This is an optimization exercise on Yosys and OpenROAD, whose aim is small area, not a production implementation. Function was checked by simulation only, so behaviour that the tests miss may differ from the original. No activity file was given, so power comes from the tool's default toggle rates.

### constraint.sdc
create_clock -name core_clock -period 12.0 [get_ports {i_clk}]
set_input_delay 2.4000 -clock core_clock [delete_from_list [all_inputs] [get_ports {i_clk}]]
set_output_delay 2.4000 -clock core_clock [all_outputs]
set_load 0.01 [all_outputs]
### flow/remap.tcl
# Re-map the combinational logic of the standard synthesis with an
# area-oriented ABC script. Registers (and the full/half adder cells) are
# kept as they are, with their names.
yosys read_liberty -ignore_miss_func $::env(LIB)
yosys read_verilog $::env(IN_V)
yosys hierarchy -top $::env(TOP)
yosys blackbox sky130_fd_sc_hd__dfrtp_1 sky130_fd_sc_hd__dfstp_1 sky130_fd_sc_hd__dfxtp_1 sky130_fd_sc_hd__edfxtp_1 sky130_fd_sc_hd__fa_1 sky130_fd_sc_hd__fa_2 sky130_fd_sc_hd__ha_1 sky130_fd_sc_hd__conb_1
yosys flatten
yosys opt_clean -purge
yosys abc -script $::env(ABC_SCRIPT) -liberty $::env(LIB) -dont_use sky130_fd_sc_hd__probe_p_8 -dont_use sky130_fd_sc_hd__probec_p_8 -dont_use sky130_fd_sc_hd__lpflow_bleeder_1 -dont_use sky130_fd_sc_hd__lpflow_clkbufkapwr_1 -dont_use sky130_fd_sc_hd__lpflow_clkbufkapwr_16 -dont_use sky130_fd_sc_hd__lpflow_clkbufkapwr_2 -dont_use sky130_fd_sc_hd__lpflow_clkbufkapwr_4 -dont_use sky130_fd_sc_hd__lpflow_clkbufkapwr_8 -dont_use sky130_fd_sc_hd__lpflow_clkinvkapwr_1 -dont_use sky130_fd_sc_hd__lpflow_clkinvkapwr_16 -dont_use sky130_fd_sc_hd__lpflow_clkinvkapwr_2 -dont_use sky130_fd_sc_hd__lpflow_clkinvkapwr_4 -dont_use sky130_fd_sc_hd__lpflow_clkinvkapwr_8 -dont_use sky130_fd_sc_hd__lpflow_decapkapwr_12 -dont_use sky130_fd_sc_hd__lpflow_decapkapwr_3 -dont_use sky130_fd_sc_hd__lpflow_decapkapwr_4 -dont_use sky130_fd_sc_hd__lpflow_decapkapwr_6 -dont_use sky130_fd_sc_hd__lpflow_decapkapwr_8 -dont_use sky130_fd_sc_hd__lpflow_inputiso0n_1 -dont_use sky130_fd_sc_hd__lpflow_inputiso0p_1 -dont_use sky130_fd_sc_hd__lpflow_inputiso1n_1 -dont_use sky130_fd_sc_hd__lpflow_inputiso1p_1 -dont_use sky130_fd_sc_hd__lpflow_inputisolatch_1 -dont_use sky130_fd_sc_hd__lpflow_isobufsrc_1 -dont_use sky130_fd_sc_hd__lpflow_isobufsrc_16 -dont_use sky130_fd_sc_hd__lpflow_isobufsrc_2 -dont_use sky130_fd_sc_hd__lpflow_isobufsrc_4 -dont_use sky130_fd_sc_hd__lpflow_isobufsrc_8 -dont_use sky130_fd_sc_hd__lpflow_isobufsrckapwr_16 -dont_use sky130_fd_sc_hd__lpflow_lsbuf_lh_hl_isowell_tap_1 -dont_use sky130_fd_sc_hd__lpflow_lsbuf_lh_hl_isowell_tap_2 -dont_use sky130_fd_sc_hd__lpflow_lsbuf_lh_hl_isowell_tap_4 -dont_use sky130_fd_sc_hd__lpflow_lsbuf_lh_isowell_4 -dont_use sky130_fd_sc_hd__lpflow_lsbuf_lh_isowell_tap_1 -dont_use sky130_fd_sc_hd__lpflow_lsbuf_lh_isowell_tap_2 -dont_use sky130_fd_sc_hd__lpflow_lsbuf_lh_isowell_tap_4 
yosys setundef -zero
yosys hilomap -singleton -hicell sky130_fd_sc_hd__conb_1 HI -locell sky130_fd_sc_hd__conb_1 LO
yosys splitnets
yosys rename -hide w:_*
yosys opt_clean -purge
yosys tee -o $::env(STAT) stat -liberty $::env(LIB)
yosys select $::env(TOP)
yosys write_verilog -noattr -nohex -nodec -selected $::env(OUT_V)
### flow/area.abc
strash
&get -n
&st
&deepsyn -T 120
&dch
&nf -a
&put
topo
### design.v
package hex_pkg;
  localparam MEM_ADDR_WIDTH = 21;
  localparam MEM_ADDR_MSB = MEM_ADDR_WIDTH-1;
  localparam MEM_ADDR_WORD_LSB = 2;
  localparam MEM_ADDR_BYTE_LSB = 0;
  localparam MEM_WIDTH = 32;
  localparam MEM_DEPTH = 1 << (MEM_ADDR_WIDTH - 2);
  localparam DATA_WIDTH = 32;
  localparam INSTR_OPC_WIDTH = 4;
  localparam INSTR_OPR_WIDTH = 4;
  localparam INSTR_WIDTH = INSTR_OPC_WIDTH + INSTR_OPR_WIDTH;
  localparam SYSCALL_OPC_WIDTH = 2;
  localparam NUM_LINKS = 4;
  localparam NUM_CORES = 4;
  localparam SLOT_W    = $clog2(NUM_LINKS);  
  localparam CID_W     = $clog2(NUM_CORES);  
  typedef logic [MEM_ADDR_WIDTH-1:0]  iaddr_t;  
  typedef logic [MEM_ADDR_WIDTH-1:2]  waddr_t;  
  typedef logic [MEM_WIDTH-1:0]       data_t;
  typedef logic [INSTR_OPR_WIDTH-1:0] operand_t;
  typedef enum logic [INSTR_OPC_WIDTH-1:0] {
    LDAM = 'h0,
    LDBM = 'h1,
    STAM = 'h2,
    LDAC = 'h3,
    LDBC = 'h4,
    LDAP = 'h5,
    LDAI = 'h6,
    LDBI = 'h7,
    STAI = 'h8,
    BR   = 'h9,
    BRZ  = 'hA,
    BRN  = 'hB,
    OPR  = 'hD,
    PFIX = 'hE,
    NFIX = 'hF
  } opcode_t;
  typedef enum logic [INSTR_OPR_WIDTH-1:0] {
    BRB = 0,
    ADD = 1,
    SUB = 2,
    SVC = 3,
    IN  = 4,
    OUT = 5
  } opr_opcode_t;
  typedef enum logic [SYSCALL_OPC_WIDTH-1:0] {
    EXIT  = 0,
    WRITE = 1,
    READ  = 2
  } syscall_t;
  typedef struct packed {
    opcode_t  opcode;
    operand_t operand;
  } instr_t;
  typedef logic [CID_W-1:0]  core_id_t;
  typedef logic [SLOT_W-1:0] slot_t;
  typedef struct packed {
    core_id_t dst_core;
    slot_t    dst_slot;
    core_id_t src_core;
    data_t    word;
  } data_flit_t;
  typedef struct packed {
    core_id_t dst_core;
  } ack_flit_t;
endpackage
module processor (
    input  logic        i_clk,
    input  logic        i_rst,
    input  logic [7:0]  i_instr,
    input  logic [31:0] i_d_data,
    input  logic        i_done,
    input  logic [2:0]  i_in_sel,
    input  logic [95:0] i_in_words,
    output logic [20:0] o_pc,
    output logic [31:0] o_areg,
    output logic [1:0]  o_slot,
    output logic        o_op_in,
    output logic        o_op_out,
    output logic        o_d_valid,
    output logic        o_d_we,
    output logic [18:0] o_d_addr,
    output logic        o_syscall_valid
  );
  logic [20:0] pc;
  logic [31:0] areg, breg;
  logic [27:0] oreg;    
  logic [3:0]  op, opd;
  logic [31:0] opr, x, y, sum;
  logic [20:0] pc_inc;
  logic        is_opr, alu, sub, cin, taken, brb, stall;
  logic        sel_a, sel_b, sel_pc;
  logic        ld_a_mem, ld_a_sum, ld_a_in, ld_b_mem, ld_b_sum;
  logic [31:0] in_word;
  assign op     = i_instr[7:4];
  assign opd    = i_instr[3:0];
  assign opr    = {oreg, opd};
  assign is_opr = op == 4'hD;
  assign o_op_in  = is_opr && opd == 4'd4;
  assign o_op_out = is_opr && opd == 4'd5;
  assign alu    = is_opr && (opd == 4'd1 || opd == 4'd2);
  assign sub    = is_opr && opd == 4'd2;
  assign brb    = is_opr && opd == 4'd0;
  assign stall  = (o_op_in || o_op_out) && !i_done;
  assign sel_a  = op == 4'h6 || alu;
  assign sel_b  = op == 4'h7 || op == 4'h8;
  assign sel_pc = op == 4'h5 || op == 4'h9 || op == 4'hA || op == 4'hB;
  assign cin    = sub || sel_pc;
  assign x = ({32{sel_a}} & areg) | ({32{sel_b}} & breg) | ({32{sel_pc}} & {11'b0, pc});
  assign y = (alu ? breg : opr) ^ {32{sub}};
  always_comb begin
    logic c, cb;
    logic [31:0] s0, u;
    s0 = '0;
    u = '0;
    c = cin;
    for (int b = 0; b < 11; b++) begin
      sum[b] = x[b] ^ y[b] ^ c;
      c      = (x[b] & y[b]) | (c & (x[b] ^ y[b]));
    end
    cb = c;
    c = 1'b0;
    for (int b = 11; b < 21; b++) begin
      s0[b] = x[b] ^ y[b] ^ c;
      c     = (x[b] & y[b]) | (c & (x[b] ^ y[b]));
    end
    u[11] = cb;
    for (int b = 12; b < 21; b++) u[b] = u[b-1] & s0[b-1];
    for (int b = 11; b < 21; b++) sum[b] = s0[b] ^ u[b];
    cb = c | (u[20] & s0[20]);
    c = 1'b0;
    for (int b = 21; b < 32; b++) begin
      s0[b] = x[b] ^ y[b] ^ c;
      c     = (x[b] & y[b]) | (c & (x[b] ^ y[b]));
    end
    u[21] = cb;
    for (int b = 22; b < 32; b++) u[b] = u[b-1] & s0[b-1];
    for (int b = 21; b < 32; b++) sum[b] = s0[b] ^ u[b];
    cb = c | (u[31] & s0[31]);
  end
  always_comb begin
    logic c;
    c = 1'b1;
    for (int b = 0; b < 21; b++) begin
      pc_inc[b] = pc[b] ^ c;
      c         = pc[b] & c;
    end
  end
  assign taken = (op == 4'h9) || (op == 4'hA && areg == '0) || (op == 4'hB && areg[31]);
  assign ld_a_mem = op == 4'h0 || op == 4'h6;
  assign ld_a_sum = op == 4'h3 || op == 4'h5 || alu;
  assign ld_a_in  = |i_in_sel;
  assign ld_b_mem = op == 4'h1 || op == 4'h7;
  assign ld_b_sum = op == 4'h4;
  always_comb begin
    in_word = '0;
    for (int i = 0; i < 3; i++)
      in_word = in_word | ({32{i_in_sel[i]}} & i_in_words[32*i +: 32]);
  end
  always_ff @(posedge i_clk or posedge i_rst)
    if (i_rst) begin
      pc   <= '0;
      areg <= '0;
      breg <= '0;
      oreg <= '0;
    end else begin
      pc <= ({21{!stall && taken}} & sum[20:0]) |
            ({21{!stall && brb}} & breg[20:0]) |
            ({21{!stall && !taken && !brb}} & pc_inc) |
            ({21{stall}} & pc);
      areg <= ({32{ld_a_mem}} & i_d_data) |
              ({32{ld_a_sum}} & {sum[31:21] & {11{op != 4'h5}}, sum[20:0]}) |
              ({32{!(ld_a_mem || ld_a_sum || ld_a_in)}} & areg) |
              in_word;
      breg <= ({32{ld_b_mem}} & i_d_data) | ({32{ld_b_sum}} & sum) |
              ({32{!(ld_b_mem || ld_b_sum)}} & breg);
      case (op)
        4'hE:    oreg <= opr[27:0];
        4'hF:    oreg <= {24'hFFFFFF, opd};
        default: oreg <= '0;
      endcase
    end
  assign o_pc            = pc;
  assign o_areg          = areg;
  assign o_slot          = breg[1:0];
  assign o_d_valid       = op == 4'h0 || op == 4'h1 || op == 4'h2 ||
                           op == 4'h6 || op == 4'h7 || op == 4'h8;
  assign o_d_we          = op == 4'h2 || op == 4'h8;
  assign o_d_addr        = sum[18:0];
  assign o_syscall_valid = is_opr && opd == 4'd3;
endmodule
module router (
    input  logic       i_clk,
    input  logic       i_rst,
    input  logic [3:0] i_op_in,
    input  logic [3:0] i_op_out,
    input  logic [7:0] i_slot,
    input  logic       i_cfg_we,
    input  logic [1:0] i_cfg_core,
    input  logic [1:0] i_cfg_slot,
    input  logic [1:0] i_cfg_dst_core,
    input  logic [1:0] i_cfg_dst_slot,
    output logic [3:0] o_done,
    output logic [15:0] o_in_src    
  );
  localparam int N = 4;
  localparam logic [2:0] IDLE = 3'd0, IN_ACK = 3'd1, SEND = 3'd2, IBUF = 3'd3,
                         OBUF = 3'd4, RX = 3'd5, ACK1 = 3'd6, ACK2 = 3'd7;
  logic [2:0] st [N];
  logic [1:0] dcore [N];    
  logic [1:0] dslot [N];
  logic [1:0] rt_core [N][4];
  logic [1:0] rt_slot [N][4];
  logic [1:0] rr [N];
  logic [1:0]   slot [N];
  logic [N-1:0] in_ibuf, in_obuf, in_rx;
  logic [N-1:0] match [N];      
  logic [N-1:0] deliver;        
  logic [N-1:0] busy_out;       
  logic [N-1:0] grant;          
  logic [N-1:0] win [N];        
  logic [N-1:0] gvld;           
  logic [N-1:0] taken;          
  always_comb begin
    for (int i = 0; i < N; i++) begin
      slot[i]    = i_slot[2*i +: 2];
      in_ibuf[i] = st[i] == IBUF;
      in_obuf[i] = st[i] == OBUF;
      in_rx[i]   = st[i] == RX;
    end
    for (int j = 0; j < N; j++)
      for (int i = 0; i < N; i++)
        match[j][i] = i != j && in_rx[i] && dcore[i] == j && dslot[i] == slot[j];
    for (int i = 0; i < N; i++) begin
      deliver[i] = in_obuf[i];
      for (int m = 0; m < N; m++)
        if (m != i && in_rx[m] && dcore[m] == dcore[i] && dslot[m] == dslot[i])
          deliver[i] = 1'b0;
    end
    for (int j = 0; j < N; j++) begin
      busy_out[j] = 1'b0;
      for (int i = 0; i < N; i++)
        if (in_obuf[i] && !deliver[i] && dcore[i] == j) busy_out[j] = 1'b1;
    end
    for (int j = 0; j < N; j++) begin
      logic [N-1:0] cand;
      for (int i = 0; i < N; i++) cand[i] = in_ibuf[i] && dcore[i] == j;
      win[j] = '0;
      for (int p = 0; p < N; p++)
        if (rr[j] == p) begin
          logic found;
          found = 1'b0;
          for (int m = 0; m < N; m++)
            if (!found && cand[(p + m) % N]) begin
              found = 1'b1;
              win[j][(p + m) % N] = 1'b1;
            end
        end
      gvld[j] = |cand && !busy_out[j];
    end
    for (int i = 0; i < N; i++) begin
      grant[i]  = 1'b0;
      taken[i] = 1'b0;
      for (int j = 0; j < N; j++) begin
        grant[i] = grant[i] || (win[j][i] && gvld[j]);
        taken[i] = taken[i] || (st[j] == IN_ACK && match[j][i]);
      end
    end
    for (int j = 0; j < N; j++) begin
      o_done[j] = st[j] == ACK2 || st[j] == IN_ACK;
      for (int i = 0; i < N; i++)
        o_in_src[4*j+i] = st[j] == IN_ACK && match[j][i];
    end
  end
  always_ff @(posedge i_clk)
    for (int k = 0; k < N; k++)
      if (i_cfg_we && i_cfg_core == k) begin
        rt_core[k][i_cfg_slot] <= i_cfg_dst_core;
        rt_slot[k][i_cfg_slot] <= i_cfg_dst_slot;
      end
  always_ff @(posedge i_clk)
    for (int k = 0; k < N; k++)
      if (st[k] == SEND) begin
        dcore[k] <= rt_core[k][slot[k]];
        dslot[k] <= rt_slot[k][slot[k]];
      end
  always_ff @(posedge i_clk or posedge i_rst)
    if (i_rst) begin
      for (int k = 0; k < N; k++) begin
        st[k] <= IDLE;
        rr[k] <= '0;
      end
    end else begin
      for (int j = 0; j < N; j++)
        if (gvld[j])
          for (int i = 0; i < N; i++)
            if (win[j][i]) rr[j] <= 2'((i + 1) % N);
      for (int k = 0; k < N; k++)
        case (st[k])
          IDLE:
            if (i_op_out[k])                   st[k] <= SEND;
            else if (i_op_in[k] && |match[k]) st[k] <= IN_ACK;
          IN_ACK: st[k] <= IDLE;
          SEND:   st[k] <= IBUF;
          IBUF:   if (grant[k]) st[k] <= OBUF;
          OBUF:   if (deliver[k]) st[k] <= RX;
          RX:     if (taken[k]) st[k] <= ACK1;
          ACK1:   st[k] <= ACK2;
          ACK2:   st[k] <= IDLE;
        endcase
    end
endmodule
module hex_network
  (
    input  logic               i_clk,
    input  logic               i_rst,
    output logic [4*21-1:0]    o_f_addr,
    input  logic [4*8-1:0]     i_f_data,
    output logic [3:0]         o_d_valid,
    output logic [3:0]         o_d_we,
    output logic [4*19-1:0]    o_d_addr,
    output logic [4*32-1:0]    o_d_data,
    input  logic [4*32-1:0]    i_d_data,
    output logic [3:0]         o_syscall_valid,
    output logic [4*2-1:0]     o_syscall,
    input  logic               i_cfg_we,
    input  logic [1:0]         i_cfg_core,
    input  logic [1:0]         i_cfg_slot,
    input  logic [1:0]         i_cfg_dst_core,
    input  logic [1:0]         i_cfg_dst_slot
  );
  logic [3:0]  op_in, op_out, done;
  logic [7:0]  slot;
  logic [15:0] in_src;
  genvar k;
  generate
    for (k = 0; k < 4; k++) begin : g_core
      logic [95:0] in_words;
      logic [2:0]  in_sel;
      for (genvar i = 0; i < 4; i++) begin : g_src
        if (i != k) begin : g_o
          localparam int M = (i < k) ? i : i - 1;
          assign in_words[32*M +: 32] = o_d_data[32*i +: 32];
          assign in_sel[M] = in_src[4*k+i];
        end
      end
      processor u_processor (
        .i_clk           (i_clk),
        .i_rst           (i_rst),
        .i_instr         (i_f_data[8*k +: 8]),
        .i_d_data        (i_d_data[32*k +: 32]),
        .i_done          (done[k]),
        .i_in_sel        (in_sel),
        .i_in_words      (in_words),
        .o_pc            (o_f_addr[21*k +: 21]),
        .o_areg          (o_d_data[32*k +: 32]),
        .o_slot          (slot[2*k +: 2]),
        .o_op_in         (op_in[k]),
        .o_op_out        (op_out[k]),
        .o_d_valid       (o_d_valid[k]),
        .o_d_we          (o_d_we[k]),
        .o_d_addr        (o_d_addr[19*k +: 19]),
        .o_syscall_valid (o_syscall_valid[k])
      );
      assign o_syscall[2*k +: 2] = o_d_data[32*k +: 2];
    end
  endgenerate
  router u_net (
    .i_clk          (i_clk),
    .i_rst          (i_rst),
    .i_op_in        (op_in),
    .i_op_out       (op_out),
    .i_slot         (slot),
    .i_cfg_we       (i_cfg_we),
    .i_cfg_core     (i_cfg_core),
    .i_cfg_slot     (i_cfg_slot),
    .i_cfg_dst_core (i_cfg_dst_core),
    .i_cfg_dst_slot (i_cfg_dst_slot),
    .o_done         (done),
    .o_in_src       (in_src)
  );
endmodule
### standard.sh
#!/bin/bash
# synth_recipe.tcl (not shown) runs the flow's synth.tcl, then flattens the netlist and writes it again
# the make line also repeats each setting of config.mk as NAME=value (left out here)
make -C /OpenROAD-flow-scripts/flow DESIGN_CONFIG=/design/flow/config.mk WORK_HOME=/design/flow/orfs CLKGATE_MAP_FILE= SYNTH_SCRIPT=/design/flow/synth_recipe.tcl "${@:-finish}"
### flow/run.sh
#!/bin/bash
# The standard layout with these changes:
#  - the combinational logic of the standard synthesis is mapped again with
#    an area-oriented ABC script (flow/remap.tcl, flow/area.abc); registers
#    and adder cells are kept as the standard synthesis made them, with
#    their names;
#  - plain buf_1 cells as the port buffers (the standard flow picks a delay
#    cell, clkdlybuf4s50_1, for them);
#  - no timing repair at the floorplan (later steps repair timing);
#  - the large buffers are not used, so that repairs use small ones;
#  - a clock tree of clkbuf_4 leaf and clkbuf_8 trunk buffers, without dummy
#    loads.
# Each tool's output goes to a log file here (and ORFS's own logs under orfs/).
set -euo pipefail
export BUFFER_PORTS_ARGS="-buffer_cell sky130_fd_sc_hd__buf_1"
export REMOVE_ABC_BUFFERS=1
# The platform's own don't-use cells, and the large buffers.
DONT_USE="sky130_fd_sc_hd__probe_p_8 sky130_fd_sc_hd__probec_p_8 sky130_fd_sc_hd__lpflow_bleeder_1 sky130_fd_sc_hd__lpflow_clkbufkapwr_1 sky130_fd_sc_hd__lpflow_clkbufkapwr_16 sky130_fd_sc_hd__lpflow_clkbufkapwr_2 sky130_fd_sc_hd__lpflow_clkbufkapwr_4 sky130_fd_sc_hd__lpflow_clkbufkapwr_8 sky130_fd_sc_hd__lpflow_clkinvkapwr_1 sky130_fd_sc_hd__lpflow_clkinvkapwr_16 sky130_fd_sc_hd__lpflow_clkinvkapwr_2 sky130_fd_sc_hd__lpflow_clkinvkapwr_4 sky130_fd_sc_hd__lpflow_clkinvkapwr_8 sky130_fd_sc_hd__lpflow_decapkapwr_12 sky130_fd_sc_hd__lpflow_decapkapwr_3 sky130_fd_sc_hd__lpflow_decapkapwr_4 sky130_fd_sc_hd__lpflow_decapkapwr_6 sky130_fd_sc_hd__lpflow_decapkapwr_8 sky130_fd_sc_hd__lpflow_inputiso0n_1 sky130_fd_sc_hd__lpflow_inputiso0p_1 sky130_fd_sc_hd__lpflow_inputiso1n_1 sky130_fd_sc_hd__lpflow_inputiso1p_1 sky130_fd_sc_hd__lpflow_inputisolatch_1 sky130_fd_sc_hd__lpflow_isobufsrc_1 sky130_fd_sc_hd__lpflow_isobufsrc_16 sky130_fd_sc_hd__lpflow_isobufsrc_2 sky130_fd_sc_hd__lpflow_isobufsrc_4 sky130_fd_sc_hd__lpflow_isobufsrc_8 sky130_fd_sc_hd__lpflow_isobufsrckapwr_16 sky130_fd_sc_hd__lpflow_lsbuf_lh_hl_isowell_tap_1 sky130_fd_sc_hd__lpflow_lsbuf_lh_hl_isowell_tap_2 sky130_fd_sc_hd__lpflow_lsbuf_lh_hl_isowell_tap_4 sky130_fd_sc_hd__lpflow_lsbuf_lh_isowell_4 sky130_fd_sc_hd__lpflow_lsbuf_lh_isowell_tap_1 sky130_fd_sc_hd__lpflow_lsbuf_lh_isowell_tap_2 sky130_fd_sc_hd__lpflow_lsbuf_lh_isowell_tap_4 sky130_fd_sc_hd__fill_1 sky130_fd_sc_hd__fill_2 sky130_fd_sc_hd__fill_4 sky130_fd_sc_hd__fill_8 sky130_fd_sc_hd__buf_4 sky130_fd_sc_hd__buf_6 sky130_fd_sc_hd__buf_8 sky130_fd_sc_hd__buf_12 sky130_fd_sc_hd__buf_16 sky130_fd_sc_hd__clkbuf_16 sky130_fd_sc_hd__bufbuf_8 sky130_fd_sc_hd__bufbuf_16"
export CTS_ARGS="-sink_clustering_enable -repair_clock_nets -dont_use_dummy_load -sink_clustering_size 8 -sink_clustering_max_diameter 50 -buf_list \"sky130_fd_sc_hd__clkbuf_4 sky130_fd_sc_hd__clkbuf_8\" -sink_clustering_buffer sky130_fd_sc_hd__clkbuf_4"
YOSYS=$(command -v yosys || echo "$FLOW_HOME/../tools/install/yosys/bin/yosys")
R=orfs/results/$FLOW_PLATFORM/hex_network/base

bash standard.sh synth > flow_1_standard_synth.log 2>&1
cp "$R/1_2_yosys.v" "$R/1_2_yosys_standard.v"
LIB="$FLOW_HOME/platforms/$FLOW_PLATFORM/lib/sky130_fd_sc_hd__tt_025C_1v80.lib" \
IN_V="$R/1_2_yosys_standard.v" OUT_V="$R/1_2_yosys.v" TOP="$FLOW_TOP" \
ABC_SCRIPT="$PWD/flow/area.abc" STAT="$PWD/flow_2_remap_stat.txt" \
  "$YOSYS" -c flow/remap.tcl > flow_2_remap.log 2>&1
bash standard.sh "DONT_USE_CELLS=$DONT_USE" finish > flow_3_standard_layout.log 2>&1
### config.mk
export PLATFORM = sky130hd
export DESIGN_NAME = hex_network
export DESIGN_NICKNAME = hex_network
export VERILOG_FILES = /design/flow/design.v
export SDC_FILE = /design/flow/constraint.sdc
export NUM_CORES = 8
export LEC_CHECK = 0
export CAP_MARGIN = 20
export CORE_MARGIN = 2
export CORE_UTILIZATION = 40
export PLACE_DENSITY = 0.6
export SLEW_MARGIN = 20
==> summary.txt <==
==> layer usage <==
| layer | routed length [µm] | vias up |
|---|---|---|
| met5 | 230 | - |
| met4 | 13260 | 20 |
| met3 | 25440 | 657 |
| met2 | 72090 | 2947 |
| met1 | 62860 | 17517 |
| li1 | - | 14701 |
==> worst paths after layout <==
kind                                                     start                             end  cells past startpoint
worst min-delay path            g_core[0].u_processor.breg[31]  g_core[0].u_processor.breg[31]                      2
max in group asynchronous                                i_rst    g_core[3].u_processor.pc[12]                      5
worst min register to register  g_core[0].u_processor.breg[31]  g_core[0].u_processor.breg[31]                      2
worst max register to register   g_core[3].u_processor.areg[0]  g_core[3].u_processor.breg[31]                     42
worst max-delay path                              i_f_data[13]                    o_d_addr[37]                     29
min in group asynchronous                                i_rst   g_core[0].u_processor.areg[4]                      2
==> power groups by stage <==
stage | Combinational [W] | Sequential (W) | Clock, W
6_report | 0.00197 | 0.00326 | 0.00110
5_1_grt | 0.00212 | 0.00324 | 0.00117
4_1_cts | 0.00192 | 0.00317 | 0.00110
3_5_place_dp | 0.00190 | 0.00321 | 0
3_3_place_gp | 0.00188 | 0.00321 | 0
2_1_floorplan | 0.000981 | 0.00279 | 0
==> worst max-delay path, delay by kind of cell <==
kind / cells / cell delay, ns
compound gates: 2 / 0.22
fa+ha+maj: 19 / 5.28
buf+inv: 4 / 0.45
simple gates: 4 / 0.99
==> metrics by stage <==
step	instance area [µm²]	setup WS [ns]	hold WS, ns	power, W	utilization, %
2_1_floorplan	33510	-3.032	0.4385	0.003767	-
3_3_place_gp	38070	-1.120	0.4530	0.005084	45.71
3_5_place_dp	38070	-1.157	0.4555	0.005106	45.71
4_1_cts	38920	0.005836	0.4769	0.006184	46.73
5_1_grt	39110	0.004237	0.4886	0.006531	46.95
6_report	39150	0.2587	0.4759	0.006329	47.00
==> final cells by class <==
cell class | instances | area (µm²) | share of cell area [%]
repair buffers | 740 | 2965 | 7.574
flip-flops and latches | 552 | 14210 | 36.31
diodes | 21 | 52.55 | 0.1342
inverters | 146 | 555.5 | 1.419
clock buffers | 90 | 732.0 | 1.870
well taps | 1080 | 1351 | 3.452
multi-input cells | 2608 | 19280 | 49.25
==> registers in the layout, indices dropped and copies added (netlist names) <==
signal,cells
g_core.u_processor.breg,128
g_core.u_processor.areg,128
u_net.rr,8
g_core.u_processor.pc,84
u_net.dslot,8
u_net.rt_slot,32
u_net.st,12
g_core.u_processor.oreg,112
u_net.rt_core,32
u_net.dcore,8
==> timing repair <==
| item | CTS | global route |
|---|---|---|
| pin swaps | 5 | 21 |
| setup buffers | 1 | 2 |
| endpoints found under the setup margin | 15 | 14 |
| endpoints found under the hold margin | 0 | 0 |
| gates resized for setup | 33 | 44 |
==> results.cfg <==
[clocking]
clkTransAtPathRegs_ns = 0.09
clk_latency_ns = 0.73
cts.sinks = 552
cts_buffers = 90
root_buffer = clkbuf_8
hold_buffers = 0
max-clock-path-buffers = 3
htree_levels = 3
cts_tree = done

[global_route]
grtUsageMet3_pct = 15.81
grt_usage_pct = 39.58
grt_pass1_vias = 33889
grt_max_degree = 39
grtUsageMet2_pct = 56.28
overflow = 0
use_met1_pct = 49.00
antenna_found_initial = 23
grt_pass1_wl_um = 246100
busiest_layer = met2

[power_and_ir_drop]
seqPwrFrac_pct = 51.5
p_int_w = 0.003315
switching_share_pct = 47.62
irDropWorstVdd_mv = 0.09753
p_per_area_mw_per_mm2 = 161.7
power_switching_w = 0.003014
clkPwrFrac_pct = 17.3
power_frac_comb_pct = 31.2
power_leakage_nw = 16.38

[finish]
num-fill-cells = 8175
drive_above_1_share_pct = 8.704
area_delta_synth_final_pct = 16.82
stdcell_count = 5237
layout_commonest_cell = buf_1
final_nets = 4589
final_cell_mix = 596 x buf_1, 572 x nand2_1, 472 x dfrtp_1, 389 x nor2_1, 234 x a222oi_1

[critical_path]
cpMaxStageDelayCell = or4_4
cp.arrival_ns = 9.34
r2r_slack_ns = 2.33
cp_max_fo = 2
cpMostUsedCell = fa_2
crit_required_ns = 9.60
critical_path_class = in2out
max_stage_delay_ns = 0.50
worst_setup_path_start_kind = primary input
crit_path_end_kind = output pin

[synth]
syn-cell-area_mm2 = 0.03351
ys_warn_count = 9
netlist_instances = 3306
syn_avg_cell_area_um2 = 10.14

[floorplan]
start_util_pct = 40.24
dieHeight_um = 293.5
dieArea_mm2 = 0.08612
core_area_mm2 = 0.08329
rows = 106
die_w_um = 293.5
ios = 479

[run_status]
status = no timing/DRC/antenna violations

[timing]
setup_violations = 0
period_share_pct = 97.84
setup-tns-final_ns = 0
finalCriticalPeriod_ns = 11.74
worst_pin_slew_ns = 1.177
skew_ns = 0.08861
rsz0062_at_grt = no
max_freq_mhz = 85.17
drv_slew = 0
finalHoldViolCount = 0
maxSlewHeadroom_pct = 21.50

[route]
wl_per_cell_um = 33.20
drt-total-wl_um = 173900
vias = 35842
dr.pass1.iters = 11
viasPerCell = 6.844
drc = 0
drtIter0Drc = 6043
drtAntennaViolNets = 0

[placed_design]
dp_cells = 5121
place.gp.congestion = 1.017
dp_hpwl_um = 125600
port_buffers = 478

[run]
cap_violations = 0

[min_path]
hold_path.class = reg2reg

static timing again, ports no longer ideal:
The flow's constraints put no driver on any port. The routed layout listed below was extracted and timed again, unchanged, in two steps. Step 1: set_driving_cell puts a clkbuf_16 on i_clk and a buf_2 on each other input, an assumption about the parent block. Step 2 adds t to the input delays and takes it off the output delays; t is the mean of the earliest and latest rising clock arrival at the registers after step 1. Input paths then give back, and output paths get back, about the clock's delay inside the block. a / b / c = no drivers / after step 1 / after step 2; a / b = the first two.
t, ns: 0.754
setup WS [ns]: 0.259 / 0.228 / -0.306
worst hold slack (ns): 0.476 / 0.476 / 0.476
worst register clock-pin slew, ns: 0.11 / 0.11
pins driven straight from the clock port: 1
With both steps, setup timing fails in this run, where it was met with ideal ports. The setup slack of this run moves by -0.031 ns with the drivers and by -0.565 ns with both steps.
